Source: an optimization exercise on an open RTL-to-GDS flow (aim: small area). Production flows keep margins and buffers that such runs may drop.
The RTL was checked by simulation tests, not by an equivalence proof against the original design.
Power figures rest on the tool's default switching activity, not on a simulated workload.

==> wip/quartz: inputs <==
==> flow/design.v <==
module pd(
  input clock,
  input reset,
  output [31:0] imem_addr,
  input  [31:0] imem_rdata,
  output [31:0] dmem_addr,
  output [31:0] dmem_wdata,
  output        dmem_we,
  output [3:0]  dmem_be,
  input  [31:0] dmem_rdata,
  output        wb_en,
  output [4:0]  wb_rd,
  output [31:0] wb_data
);
  localparam [6:0] OP_R = 7'b0110011, OP_I = 7'b0010011, OP_S = 7'b0100011,
                   OP_B = 7'b1100011, OP_LUI = 7'b0110111, OP_AUIPC = 7'b0010111,
                   OP_JAL = 7'b1101111, OP_JALR = 7'b1100111, OP_LD = 7'b0000011;
  reg [31:0] PC;
  reg [6:0]  instD_op;           
  reg [31:7] instD_hi;           
  reg [31:0] pcD;
  reg [31:0] rs1X, rs2X, immX;
  reg [4:0]  rdX;
  reg [2:0]  f3X;
  reg [3:0]  aluX;
  reg        aselX, bselX, pcselX, brX, wenX, memX;
  reg [1:0]  wbselX;             
  reg [31:0] aluM, rs2M;         
  reg [4:0]  rdM;
  reg [2:0]  f3M;
  reg        memM, wenM;
  reg [1:0]  wbselM;
  reg [31:0] wdW;
  reg [4:0]  rdW;
  reg        wenW, wenW_nz;    
  reg        W_En_m, W_En_w, f_W_a, f_W_b, f_dataW, f_ALU_a, f_ALU_b, nop, nop_reg;
  reg [4:0]  addrD_reg, addrB_reg, addrD2_reg;
  wire [31:0] inst = {instD_hi, instD_op};
  wire isR    = instD_op == OP_R;
  wire isI    = instD_op == OP_I;
  wire isS    = instD_op == OP_S;
  wire isB    = instD_op == OP_B;
  wire isLUI  = instD_op == OP_LUI;
  wire isAUI  = instD_op == OP_AUIPC;
  wire isJAL  = instD_op == OP_JAL;
  wire isJALR = instD_op == OP_JALR;
  wire isLD   = instD_op == OP_LD;
  wire isIimm  = isI | isJALR | isLD;
  wire hasRD   = isR | isIimm | isLUI | isAUI | isJAL;    
  wire hasRS1  = isR | isIimm | isS | isB;
  wire hasRS2  = isR | isS | isB;
  wire [4:0] d_RD  = hasRD  ? inst[11:7]  : 5'd0;
  wire [4:0] d_RS1 = hasRS1 ? inst[19:15] : 5'd0;
  wire [4:0] d_RS2 = hasRS2 ? inst[24:20] : 5'd0;
  wire [2:0] d_f3  = hasRS1 ? inst[14:12] : 3'd0;
  reg [31:0] d_IMM;
  always @(*) begin
    d_IMM = 32'd0;
    if (isIimm) d_IMM = {{20{inst[31]}}, inst[31:20]};
    if (isS)    d_IMM = {{20{inst[31]}}, inst[31:25], inst[11:7]};
    if (isB)    d_IMM = {{20{inst[31]}}, inst[7], inst[30:25], inst[11:8], 1'b0};
    if (isLUI | isAUI) d_IMM = {inst[31:12], 12'd0};
    if (isJAL)  d_IMM = {{12{inst[31]}}, inst[19:12], inst[20], inst[30:21], 1'b0};
  end
  wire       c_ASel  = isB | isAUI | isJAL;
  wire       c_BSel  = isIimm | isS | isB | isLUI | isAUI | isJAL;
  wire [1:0] c_WBSel = (isJAL | isJALR) ? 2'b10 : (isLD ? 2'b00 : 2'b01);
  wire [3:0] c_ALUSel = {isR & (inst[31:25] != 7'd0), (isR | isI) ? inst[14:12] : 3'd0};
  wire [6:0] f_op   = imem_rdata[6:0];
  wire f_isS   = f_op == OP_S;
  wire f_isJAL = f_op == OP_JAL;
  wire f_hasRS1 = f_op == OP_R || f_op == OP_I || f_op == OP_JALR || f_op == OP_LD || f_isS || f_op == OP_B;
  wire f_hasRS2 = f_op == OP_R || f_isS || f_op == OP_B;
  wire [4:0] addrA1 = f_hasRS1 ? imem_rdata[19:15] : 5'd0;
  wire [4:0] addrB1 = f_hasRS2 ? imem_rdata[24:20] : 5'd0;
  reg  [31:1] valid;
  reg  [31:0] R [1:31];
  wire        wr_any = wenW & (rdW != 5'd0);
  genvar gi;
  generate
    for (gi = 1; gi < 32; gi = gi + 1) begin : rf
      wire we   = wenW & (rdW == gi);
      wire hold = ~(wenW_nz & (rdW == gi));
      always @(posedge clock)
        R[gi] <= ({32{we}} & wdW) | ({32{hold}} & R[gi]);
    end
  endgenerate
  always @(posedge clock or posedge reset)
    if (reset) valid <= 31'd0;
    else if (wr_any) valid[rdW] <= 1'b1;
  wire byp1 = (rdW == d_RS1 && rdW != 5'd0 && wenW) || (nop_reg && f_W_a);
  wire byp2 = (rdW == d_RS2 && rdW != 5'd0 && wenW) || (nop_reg && f_W_b);
  wire isJ  = isJAL | isJALR;
  reg [31:0] rs1Xi, rs2Xi;
  integer k;
  always @(*) begin
    rs1Xi = ({32{byp1}} & wdW) | ((d_RS1 == 5'd2 && !valid[2] && !byp1) ? 32'h01100000 : 32'd0);
    rs2Xi = ({32{byp2}} & wdW) | ((d_RS2 == 5'd2 && !valid[2] && !byp2) ? 32'h01100000 : 32'd0) |
            ({32{isJ}} & pcD);
    for (k = 1; k < 32; k = k + 1) begin
      rs1Xi = rs1Xi | ({32{d_RS1 == k && valid[k] && !byp1}} & R[k]);
      rs2Xi = rs2Xi | ({32{d_RS2 == k && valid[k] && !byp2}} & R[k]);
    end
  end
  wire fm_a = f_ALU_a, fw_a = ~f_ALU_a & f_W_a, fr_a = ~f_ALU_a & ~f_W_a;
  wire fm_b = f_ALU_b, fw_b = ~f_ALU_b & f_W_b, fr_b = ~f_ALU_b & ~f_W_b;
  wire [31:0] rsA = ({32{fm_a}} & aluM) | ({32{fw_a}} & wdW) | ({32{fr_a}} & rs1X);
  wire [31:0] rsB = ({32{fm_b}} & aluM) | ({32{fw_b}} & wdW) | ({32{fr_b}} & rs2X);
  wire [31:0] A = aselX ? 32'd0 : rsA;
  wire [31:0] B = bselX ? immX : rsB;
  wire        op_sub = (aluX == 4'b1000) | (aluX == 4'b0010) | (aluX == 4'b0011);
  wire [32:0] sum = {1'b0, A} + {1'b0, B ^ {32{op_sub}}} + {32'd0, op_sub};
  wire        ltu = ~sum[32];
  wire        lts = (A[31] ^ B[31]) ? A[31] : sum[31];
  wire        sh_left = aluX == 4'b0001;
  wire        sh_fill = (aluX == 4'b1101) & A[31];
  wire [4:0]  sh_s = B[4:0];
  wire [4:0]  sh_r = sh_left ? (5'd0 - sh_s) : sh_s;
  wire [31:0] sh_lmask = 32'hffffffff << sh_s;    
  wire [31:0] sh_hmask = 32'hffffffff >> sh_s;    
  reg  [31:0] sh_rot, sh_out, alu_res;
  integer j;
  always @(*) begin
    sh_rot = A;
    if (sh_r[0]) sh_rot = {sh_rot[0],    sh_rot[31:1]};
    if (sh_r[1]) sh_rot = {sh_rot[1:0],  sh_rot[31:2]};
    if (sh_r[2]) sh_rot = {sh_rot[3:0],  sh_rot[31:4]};
    if (sh_r[3]) sh_rot = {sh_rot[7:0],  sh_rot[31:8]};
    if (sh_r[4]) sh_rot = {sh_rot[15:0], sh_rot[31:16]};
    sh_out = sh_left ? (sh_rot & sh_lmask) : ((sh_rot & sh_hmask) | ({32{sh_fill}} & ~sh_hmask));
  end
  always @(*) begin
    case (aluX)
      4'b0000, 4'b1000: alu_res = sum[31:0];
      4'b0001, 4'b0101, 4'b1101: alu_res = sh_out;
      4'b0010: alu_res = {31'd0, lts};
      4'b0011: alu_res = {31'd0, ltu};
      4'b0100: alu_res = A ^ B;
      4'b0110: alu_res = A | B;
      4'b0111: alu_res = A & B;
      default: alu_res = sum[31:0];
    endcase
  end
  wire br_eq = rsA == rsB;
  wire br_lt = {rsA[31] ^ ~f3X[1], rsA[30:0]} < {rsB[31] ^ ~f3X[1], rsB[30:0]};
  wire PCSel_B = f3X[2] ? (br_lt ^ f3X[0]) : (~f3X[1] & (br_eq ^ f3X[0]));
  wire PCSel_f = brX ? PCSel_B : pcselX;
  wire [7:0] padsign = (f3M[1:0] == 2'b01) ? {8{dmem_rdata[7]}} : {8{dmem_rdata[15]}};
  wire [7:0] padv = f3M[2] ? 8'd0 : padsign;
  wire [31:0] dataR = {(f3M[1:0] == 2'b10) ? dmem_rdata[31:24] : padv,
                       (f3M[1:0] == 2'b10) ? dmem_rdata[23:16] : padv,
                       (f3M[1:0] != 2'b00) ? dmem_rdata[15:8]  : padv,
                       dmem_rdata[7:0]};
  wire [31:0] link = (rs2M == 32'd0) ? 32'd0 : rs2M + 32'd4;
  wire [31:0] r_data_rd = (wbselM == 2'b01) ? aluM : (wbselM == 2'b10 ? link : dataR);
  assign dmem_addr  = aluM;
  assign dmem_wdata = f_dataW ? wdW : rs2M;
  assign dmem_we    = memM;
  assign dmem_be    = {f3M[1:0] == 2'b10, f3M[1:0] == 2'b10, f3M[1:0] != 2'b00, 1'b1};
  assign wb_en   = wenW;
  assign wb_rd   = rdW;
  assign wb_data = wdW;
  assign imem_addr = PC;
  wire [31:0] PC_4   = (PC == 32'd0) ? 32'd0 : PC + 32'd4;
  wire [31:0] JAL_PC = pcD + d_IMM;
  always @(posedge clock or posedge reset)
    if (reset) PC <= 32'h01000000;
    else if (isJAL && PC != JAL_PC) PC <= JAL_PC;
    else if (!nop) PC <= PCSel_f ? alu_res : PC_4;
  wire bubble = nop | PCSel_f;
  always @(posedge clock or posedge reset)
    if (reset) begin
      instD_op <= 7'd0;
      rs1X <= 32'd0; rs2X <= 32'd0;
      aluX <= 4'd0;
      aselX <= 1'b0; bselX <= 1'b0; pcselX <= 1'b0; brX <= 1'b0; wenX <= 1'b0; memX <= 1'b0;
      aluM <= 32'd0; memM <= 1'b0; wenM <= 1'b0;
      wenW <= 1'b0; wenW_nz <= 1'b0;
    end else begin
      aluM <= alu_res; memM <= memX; wenM <= wenX;
      wenW <= wenM; wenW_nz <= wenM & (rdM != 5'd0);
      if (bubble) begin
        rs1X <= 32'd0; rs2X <= 32'd0;
        aluX <= 4'd0;
        aselX <= 1'b0; bselX <= 1'b0; pcselX <= 1'b0; brX <= 1'b0; wenX <= 1'b0; memX <= 1'b0;
      end else begin
        rs1X <= rs1Xi; rs2X <= rs2Xi;
        aluX <= c_ALUSel;
        aselX <= c_ASel; bselX <= c_BSel; pcselX <= isJALR; brX <= isB; wenX <= hasRD; memX <= isS;
      end
      if (!nop) instD_op <= PCSel_f ? 7'd0 : imem_rdata[6:0];
    end
  always @(posedge clock) begin
    wbselX <= c_WBSel;
    rdM <= rdX; f3M <= f3X; wbselM <= wbselX;
    rdW <= rdM;
    if (bubble) begin
      rdX <= 5'd0; f3X <= 3'd0;
    end else begin
      rdX <= d_RD; f3X <= d_f3;
    end
    wdW  <= r_data_rd;
    rs2M <= (wbselX == 2'b10) ? rs2X : rsB;
    if (bubble) immX <= 32'd0;
    else immX <= c_ASel ? JAL_PC : d_IMM;
    if (!nop) begin
      instD_hi <= PCSel_f ? 25'd0 : imem_rdata[31:7];
      pcD      <= PCSel_f ? 32'd0 : PC;
    end
  end
  wire nop_load = isLD && ((addrA1 == d_RD && addrA1 != 5'd0) ||
                           (addrB1 == d_RD && addrB1 != 5'd0 && !f_isS));
  always @(posedge clock or posedge reset)
    if (reset) begin
      W_En_m <= 1'b0; W_En_w <= 1'b0;
      f_W_a <= 1'b0; f_W_b <= 1'b0; f_dataW <= 1'b0; f_ALU_a <= 1'b0; f_ALU_b <= 1'b0;
      nop <= 1'b0; nop_reg <= 1'b0;
    end else begin
      W_En_m <= hasRD;
      W_En_w <= W_En_m & ~nop_reg;
      f_W_a <= (d_RS1 == addrD2_reg && d_RS1 != 5'd0 && W_En_w);
      f_W_b <= (d_RS2 == addrD2_reg && d_RS2 != 5'd0 && W_En_w);
      nop_reg <= nop;
      if (nop) begin
        nop <= 1'b0;
      end else begin
        f_dataW <= (addrB_reg == addrD2_reg && addrB_reg != 5'd0 && W_En_w);
        f_ALU_a <= (d_RS1 == addrD_reg && d_RS1 != 5'd0 && W_En_m);
        f_ALU_b <= (d_RS2 == addrD_reg && d_RS2 != 5'd0 && W_En_m);
        nop <= f_isJAL | nop_load;
      end
    end
  always @(posedge clock) begin
    addrD2_reg <= addrD_reg;
    if (nop) begin
      addrB_reg <= 5'd0; addrD_reg <= 5'd0;
    end else begin
      addrB_reg <= d_RS2; addrD_reg <= d_RD;
    end
  end
endmodule
==> flow/flow/run.sh <==
#!/bin/bash
# The standard layout (standard.sh, standard synthesis unchanged), with two arguments changed:
#  - clock tree synthesis: clkbuf_8 buffers, clusters of up to 12 sinks, no dummy loads
#  - port buffering: every input and output port still gets a buffer, a buf_1
# make's output goes to standard.log; each ORFS step writes its own log under orfs/logs.
set -euo pipefail
export CTS_ARGS="-sink_clustering_enable -repair_clock_nets -dont_use_dummy_load -sink_clustering_size 12 -sink_clustering_max_diameter 50 -buf_list sky130_fd_sc_hd__clkbuf_8"
export BUFFER_PORTS_ARGS="-buffer_cell sky130_fd_sc_hd__buf_1"
bash standard.sh > standard.log 2>&1
==> flow/standard.sh <==
#!/bin/bash
# synth_recipe.tcl (not shown) runs the flow's synth.tcl, then flattens the netlist and writes it again
# the make line also repeats each setting of config.mk as NAME=value (left out here)
make -C /OpenROAD-flow-scripts/flow DESIGN_CONFIG=/design/flow/config.mk WORK_HOME=/design/flow/orfs CLKGATE_MAP_FILE= SYNTH_SCRIPT=/design/flow/synth_recipe.tcl "${@:-finish}"
==> flow/config.mk <==
export PLATFORM = sky130hd
export DESIGN_NAME = pd
export DESIGN_NICKNAME = pd
export VERILOG_FILES = /design/flow/design.v
export SDC_FILE = /design/flow/constraint.sdc
export NUM_CORES = 4
export LEC_CHECK = 0
export CAP_MARGIN = 10
export CORE_MARGIN = 2
export CORE_UTILIZATION = 30
export PLACE_DENSITY = 0.5
export SLEW_MARGIN = 10
==> flow/constraint.sdc <==
create_clock -name core_clock -period 8.0 [get_ports {clock}]
set_input_delay 1.6000 -clock core_clock [delete_from_list [all_inputs] [get_ports {clock}]]
set_output_delay 1.6000 -clock core_clock [all_outputs]
set_load 0.01 [all_outputs]
==> wip/delta: changes against wip/quartz <==
==> flow/design.v, changed modules only <==
module pd(
  input clock,
  input reset,
  output [31:0] imem_addr,
  input  [31:0] imem_rdata,
  output [31:0] dmem_addr,
  output [31:0] dmem_wdata,
  output        dmem_we,
  output [3:0]  dmem_be,
  input  [31:0] dmem_rdata,
  output        wb_en,
  output [4:0]  wb_rd,
  output [31:0] wb_data
);
  localparam [6:0] OP_R = 7'b0110011, OP_I = 7'b0010011, OP_S = 7'b0100011,
                   OP_B = 7'b1100011, OP_LUI = 7'b0110111, OP_AUIPC = 7'b0010111,
                   OP_JAL = 7'b1101111, OP_JALR = 7'b1100111, OP_LD = 7'b0000011;
  reg [31:0] PC;
  reg [6:0]  instD_op;           
  reg [31:7] instD_hi;           
  reg [31:0] pcD;
  reg [31:0] pcX, rs1X, rs2X, immX;
  reg [4:0]  rdX;
  reg [2:0]  f3X;
  reg [3:0]  aluX;
  reg        aselX, bselX, pcselX, brX, wenX, memX;
  reg [1:0]  wbselX;             
  reg [31:0] aluM, rs2M;         
  reg [4:0]  rdM;
  reg [2:0]  f3M;
  reg        memM, wenM;
  reg [1:0]  wbselM;
  reg [31:0] wdW;
  reg [4:0]  rdW;
  reg        wenW;
  reg        W_En_m, W_En_w, f_W_a, f_W_b, f_dataW, f_ALU_a, f_ALU_b, nop, nop_reg;
  reg [4:0]  addrD_reg, addrB_reg, addrD2_reg;
  wire [31:0] inst = {instD_hi, instD_op};
  wire isR    = instD_op == OP_R;
  wire isI    = instD_op == OP_I;
  wire isS    = instD_op == OP_S;
  wire isB    = instD_op == OP_B;
  wire isLUI  = instD_op == OP_LUI;
  wire isAUI  = instD_op == OP_AUIPC;
  wire isJAL  = instD_op == OP_JAL;
  wire isJALR = instD_op == OP_JALR;
  wire isLD   = instD_op == OP_LD;
  wire isIimm  = isI | isJALR | isLD;
  wire hasRD   = isR | isIimm | isLUI | isAUI | isJAL;    
  wire hasRS1  = isR | isIimm | isS | isB;
  wire hasRS2  = isR | isS | isB;
  wire [4:0] d_RD  = hasRD  ? inst[11:7]  : 5'd0;
  wire [4:0] d_RS1 = hasRS1 ? inst[19:15] : 5'd0;
  wire [4:0] d_RS2 = hasRS2 ? inst[24:20] : 5'd0;
  wire [2:0] d_f3  = hasRS1 ? inst[14:12] : 3'd0;
  reg [31:0] d_IMM;
  always @(*) begin
    d_IMM = 32'd0;
    if (isIimm) d_IMM = {{20{inst[31]}}, inst[31:20]};
    if (isS)    d_IMM = {{20{inst[31]}}, inst[31:25], inst[11:7]};
    if (isB)    d_IMM = {{20{inst[31]}}, inst[7], inst[30:25], inst[11:8], 1'b0};
    if (isLUI | isAUI) d_IMM = {inst[31:12], 12'd0};
    if (isJAL)  d_IMM = {{12{inst[31]}}, inst[19:12], inst[20], inst[30:21], 1'b0};
  end
  wire       c_ASel  = isB | isAUI | isJAL;
  wire       c_BSel  = isIimm | isS | isB | isLUI | isAUI | isJAL;
  wire [1:0] c_WBSel = (isJAL | isJALR) ? 2'b10 : (isLD ? 2'b00 : 2'b01);
  wire [3:0] c_ALUSel = {isR & (inst[31:25] != 7'd0), (isR | isI) ? inst[14:12] : 3'd0};
  wire [6:0] f_op   = imem_rdata[6:0];
  wire f_isS   = f_op == OP_S;
  wire f_isJAL = f_op == OP_JAL;
  wire f_hasRS1 = f_op == OP_R || f_op == OP_I || f_op == OP_JALR || f_op == OP_LD || f_isS || f_op == OP_B;
  wire f_hasRS2 = f_op == OP_R || f_isS || f_op == OP_B;
  wire [4:0] addrA1 = f_hasRS1 ? imem_rdata[19:15] : 5'd0;
  wire [4:0] addrB1 = f_hasRS2 ? imem_rdata[24:20] : 5'd0;
  reg  [31:1] valid;
  reg  [31:0] R [1:31];
  wire        wr_any = wenW & (rdW != 5'd0);
  genvar gi;
  generate
    for (gi = 1; gi < 32; gi = gi + 1) begin : rf
      wire we = wenW & (rdW == gi);
      always @(posedge clock)
        if (we) R[gi] <= wdW;
    end
  endgenerate
  always @(posedge clock or posedge reset)
    if (reset) valid <= 31'd0;
    else if (wr_any) valid[rdW] <= 1'b1;
  reg [31:0] r_data_rs1, r_data_rs2;
  integer k;
  always @(*) begin
    r_data_rs1 = (d_RS1 == 5'd2 && !valid[2]) ? 32'h01100000 : 32'd0;
    r_data_rs2 = (d_RS2 == 5'd2 && !valid[2]) ? 32'h01100000 : 32'd0;
    for (k = 1; k < 32; k = k + 1) begin
      r_data_rs1 = r_data_rs1 | ({32{d_RS1 == k && valid[k]}} & R[k]);
      r_data_rs2 = r_data_rs2 | ({32{d_RS2 == k && valid[k]}} & R[k]);
    end
  end
  wire [31:0] rs1Xi = (rdW == d_RS1 && rdW != 5'd0 && wenW) ? wdW :
                      (nop_reg && f_W_a) ? wdW : r_data_rs1;
  wire [31:0] rs2Xi = (rdW == d_RS2 && rdW != 5'd0 && wenW) ? wdW :
                      (nop_reg && f_W_b) ? wdW : r_data_rs2;
  wire [31:0] rsA = f_ALU_a ? aluM : (f_W_a ? wdW : rs1X);
  wire [31:0] rsB = f_ALU_b ? aluM : (f_W_b ? wdW : rs2X);
  wire [31:0] A = aselX ? pcX : rsA;
  wire [31:0] B = bselX ? immX : rsB;
  wire        op_sub = (aluX == 4'b1000) | (aluX == 4'b0010) | (aluX == 4'b0011);
  wire [32:0] sum = {1'b0, A} + {1'b0, B ^ {32{op_sub}}} + {32'd0, op_sub};
  wire        ltu = ~sum[32];
  wire        lts = (A[31] ^ B[31]) ? A[31] : sum[31];
  wire        sh_left = aluX == 4'b0001;
  wire        sh_fill = (aluX == 4'b1101) & A[31];
  reg  [31:0] sh_in, sh_out, alu_res;
  integer j;
  always @(*) begin
    for (j = 0; j < 32; j = j + 1) sh_in[j] = sh_left ? A[31-j] : A[j];
  end
  wire [63:0] sh_ext = {{32{sh_fill}}, sh_in} >> B[4:0];
  always @(*) begin
    for (j = 0; j < 32; j = j + 1) sh_out[j] = sh_left ? sh_ext[31-j] : sh_ext[j];
  end
  always @(*) begin
    case (aluX)
      4'b0000, 4'b1000: alu_res = sum[31:0];
      4'b0001, 4'b0101, 4'b1101: alu_res = sh_out;
      4'b0010: alu_res = {31'd0, lts};
      4'b0011: alu_res = {31'd0, ltu};
      4'b0100: alu_res = A ^ B;
      4'b0110: alu_res = A | B;
      4'b0111: alu_res = A & B;
      default: alu_res = sum[31:0];
    endcase
  end
  wire br_eq = rsA == rsB;
  wire br_lt = {rsA[31] ^ ~f3X[1], rsA[30:0]} < {rsB[31] ^ ~f3X[1], rsB[30:0]};
  wire PCSel_B = f3X[2] ? (br_lt ^ f3X[0]) : (~f3X[1] & (br_eq ^ f3X[0]));
  wire PCSel_f = brX ? PCSel_B : pcselX;
  wire [7:0] padsign = (f3M[1:0] == 2'b01) ? {8{dmem_rdata[7]}} : {8{dmem_rdata[15]}};
  wire [7:0] padv = f3M[2] ? 8'd0 : padsign;
  wire [31:0] dataR = {(f3M[1:0] == 2'b10) ? dmem_rdata[31:24] : padv,
                       (f3M[1:0] == 2'b10) ? dmem_rdata[23:16] : padv,
                       (f3M[1:0] != 2'b00) ? dmem_rdata[15:8]  : padv,
                       dmem_rdata[7:0]};
  wire [31:0] link = (rs2M == 32'd0) ? 32'd0 : rs2M + 32'd4;
  wire [31:0] r_data_rd = (wbselM == 2'b01) ? aluM : (wbselM == 2'b10 ? link : dataR);
  assign dmem_addr  = aluM;
  assign dmem_wdata = f_dataW ? wdW : rs2M;
  assign dmem_we    = memM;
  assign dmem_be    = {f3M[1:0] == 2'b10, f3M[1:0] == 2'b10, f3M[1:0] != 2'b00, 1'b1};
  assign wb_en   = wenW;
  assign wb_rd   = rdW;
  assign wb_data = wdW;
  assign imem_addr = PC;
  wire [31:0] PC_4   = (PC == 32'd0) ? 32'd0 : PC + 32'd4;
  wire [31:0] JAL_PC = pcD + d_IMM;
  always @(posedge clock or posedge reset)
    if (reset) PC <= 32'h01000000;
    else if (isJAL && PC != JAL_PC) PC <= JAL_PC;
    else if (!nop) PC <= PCSel_f ? alu_res : PC_4;
  wire bubble = nop | PCSel_f;
  always @(posedge clock or posedge reset)
    if (reset) begin
      instD_op <= 7'd0;
      rs1X <= 32'd0; rs2X <= 32'd0;
      rdX <= 5'd0; f3X <= 3'd0; aluX <= 4'd0;
      aselX <= 1'b0; bselX <= 1'b0; pcselX <= 1'b0; brX <= 1'b0; wenX <= 1'b0; memX <= 1'b0;
      wbselX <= 2'd0;
      aluM <= 32'd0; rdM <= 5'd0; f3M <= 3'd0; memM <= 1'b0; wenM <= 1'b0; wbselM <= 2'd0;
      rdW <= 5'd0; wenW <= 1'b0;
    end else begin
      wbselX <= c_WBSel;
      aluM <= alu_res; rdM <= rdX; f3M <= f3X; memM <= memX; wenM <= wenX; wbselM <= wbselX;
      rdW <= rdM; wenW <= wenM;
      if (bubble) begin
        rs1X <= 32'd0; rs2X <= 32'd0;
        rdX <= 5'd0; f3X <= 3'd0; aluX <= 4'd0;
        aselX <= 1'b0; bselX <= 1'b0; pcselX <= 1'b0; brX <= 1'b0; wenX <= 1'b0; memX <= 1'b0;
      end else begin
        rs1X <= rs1Xi; rs2X <= rs2Xi;
        rdX <= d_RD; f3X <= d_f3; aluX <= c_ALUSel;
        aselX <= c_ASel; bselX <= c_BSel; pcselX <= isJALR; brX <= isB; wenX <= hasRD; memX <= isS;
      end
      if (!nop) instD_op <= PCSel_f ? 7'd0 : imem_rdata[6:0];
    end
  always @(posedge clock) begin
    wdW  <= r_data_rd;
    rs2M <= (wbselX == 2'b10) ? pcX : rsB;
    if (bubble) begin
      pcX <= 32'd0; immX <= 32'd0;
    end else begin
      pcX <= pcD; immX <= d_IMM;
    end
    if (!nop) begin
      instD_hi <= PCSel_f ? 25'd0 : imem_rdata[31:7];
      pcD      <= PCSel_f ? 32'd0 : PC;
    end
  end
  wire nop_load = isLD && ((addrA1 == d_RD && addrA1 != 5'd0) ||
                           (addrB1 == d_RD && addrB1 != 5'd0 && !f_isS));
  always @(posedge clock or posedge reset)
    if (reset) begin
      W_En_m <= 1'b0; W_En_w <= 1'b0;
      f_W_a <= 1'b0; f_W_b <= 1'b0; f_dataW <= 1'b0; f_ALU_a <= 1'b0; f_ALU_b <= 1'b0;
      nop <= 1'b0; nop_reg <= 1'b0;
      addrD_reg <= 5'd0; addrB_reg <= 5'd0; addrD2_reg <= 5'd0;
    end else begin
      W_En_m <= hasRD;
      W_En_w <= W_En_m & ~nop_reg;
      f_W_a <= (d_RS1 == addrD2_reg && d_RS1 != 5'd0 && W_En_w);
      f_W_b <= (d_RS2 == addrD2_reg && d_RS2 != 5'd0 && W_En_w);
      addrD2_reg <= addrD_reg;
      nop_reg <= nop;
      if (nop) begin
        addrB_reg <= 5'd0; addrD_reg <= 5'd0;
        nop <= 1'b0;
      end else begin
        f_dataW <= (addrB_reg == addrD2_reg && addrB_reg != 5'd0 && W_En_w);
        f_ALU_a <= (d_RS1 == addrD_reg && d_RS1 != 5'd0 && W_En_m);
        f_ALU_b <= (d_RS2 == addrD_reg && d_RS2 != 5'd0 && W_En_m);
        nop <= f_isJAL | nop_load;
        addrB_reg <= d_RS2; addrD_reg <= d_RD;
      end
    end
endmodule
==> flow/run.sh (new file) <==
#!/bin/bash
# synth_recipe.tcl (not shown) runs the flow's synth.tcl, then flattens the netlist and writes it again
# the make line also repeats each setting of config.mk as NAME=value (left out here)
make -C /OpenROAD-flow-scripts/flow DESIGN_CONFIG=/design/flow/config.mk WORK_HOME=/design/flow/orfs CLKGATE_MAP_FILE= SYNTH_SCRIPT=/design/flow/synth_recipe.tcl finish
- CAP_MARGIN: 10 -> 20
- SLEW_MARGIN: 10 -> 20
removed: flow/flow/run.sh
removed: flow/standard.sh
==> run summary <==
wip/delta finished clean. wip/quartz completed, yet does not pass: max-capacitance violations, max-slew violations. Between wip/delta and wip/quartz, the lower register-to-register slack is in wip/quartz (gap 0.04 ns). Routed wire length: wip/quartz is larger than wip/delta (about 14%). Against wip/quartz, the clock skew of wip/delta is lower by 0.13 ns. Critical path depth: wip/delta is higher than wip/quartz (5). In wip/quartz the area after synthesis is smaller than in wip/delta, by about 1.8%. Against wip/quartz, the sequential share of layout area of wip/delta is higher by 10 points. Of wip/delta and wip/quartz, wip/delta has the higher clock power (gap about 54%, measured against wip/quartz). Of wip/quartz and wip/delta, wip/quartz has the higher global-route usage (gap 4.8 points). In wip/delta the fmax is higher than in wip/quartz, by about 0.6%.
==> figures <==
Outcome: wip/quartz complete, but fails checks; wip/delta no timing/DRC/antenna violations
Reasons for failing layout checks: wip/quartz max-capacitance violations, max-slew violations; wip/delta -
Sequential logic power: wip/quartz 7.40 mW; wip/delta 8.53 mW
DIE WIDTH: wip/quartz 489 um; wip/delta 494 um
Post-DR wirelength/cell: wip/quartz 42.5 um; wip/delta 40.6 um
Combined area of all synthesized cells: wip/quartz 70600 um2; wip/delta 71900 um2
Fraction of the mapped netlist area in compound gates: wip/quartz 0.339; wip/delta 0.212
Simple-Gate Fraction of Synth Area: wip/quartz 0.113; wip/delta 0.112
Final net count: wip/quartz 7593; wip/delta 6578
Critical Path Start: wip/quartz bselX$_DFF_PP0_; wip/delta instD_op[0]$_DFFE_PP0N_
Data-path buffer share of cell area in the final layout: wip/quartz 0.0345; wip/delta 0.0449
Worst slack at placement: wip/quartz 1.68 ns; wip/delta 1.55 ns
Pwr Density: wip/quartz 171 nW/um2; wip/delta 210 nW/um2
CTS Root Cell: wip/quartz sky130_fd_sc_hd__clkbuf_8; wip/delta sky130_fd_sc_hd__clkbuf_16
Final Critical Period: wip/quartz 6.62 ns; wip/delta 6.58 ns
Fraction of the yosys area taken by sequential cells: wip/quartz 0.411; wip/delta 0.553
Worst hold-check slack: wip/quartz 0.322 ns; wip/delta 0.347 ns
Sequential share of cell area: wip/quartz 0.374; wip/delta 0.477
Antenna diode count: wip/quartz 32; wip/delta 12
Hold-critical path endpoint: wip/quartz rdM[1]$_DFF_P_; wip/delta rdM[3]$_DFF_PP0_
Post-synth net total: wip/quartz 7744; wip/delta 6503

[port drivers added, routing unchanged]
No port has a modelled driver above. Below, the same layouts with a new extraction and two added sets of constraints.
Step 1: set_driving_cell puts a clkbuf_16 on clock and a buf_2 on each other input, an assumption about the parent block.
Step 2 moves the port delays by t, midway between the first and last clock arrival at a register: inputs arrive t later, outputs are due t later. That takes back most of the time a late clock gives input paths.
Three values: ideal ports, drivers, drivers and shift; two values: the first two.
run | t (ns) | slack for setup (ns) | latest minus earliest clock arrival (ns)
wip/quartz | 1.068 | 1.382 / 1.382 / 1.382 | 0.188 / 0.188
wip/delta | 0.921 | 1.422 / 1.422 / 1.422 | 0.086 / 0.086
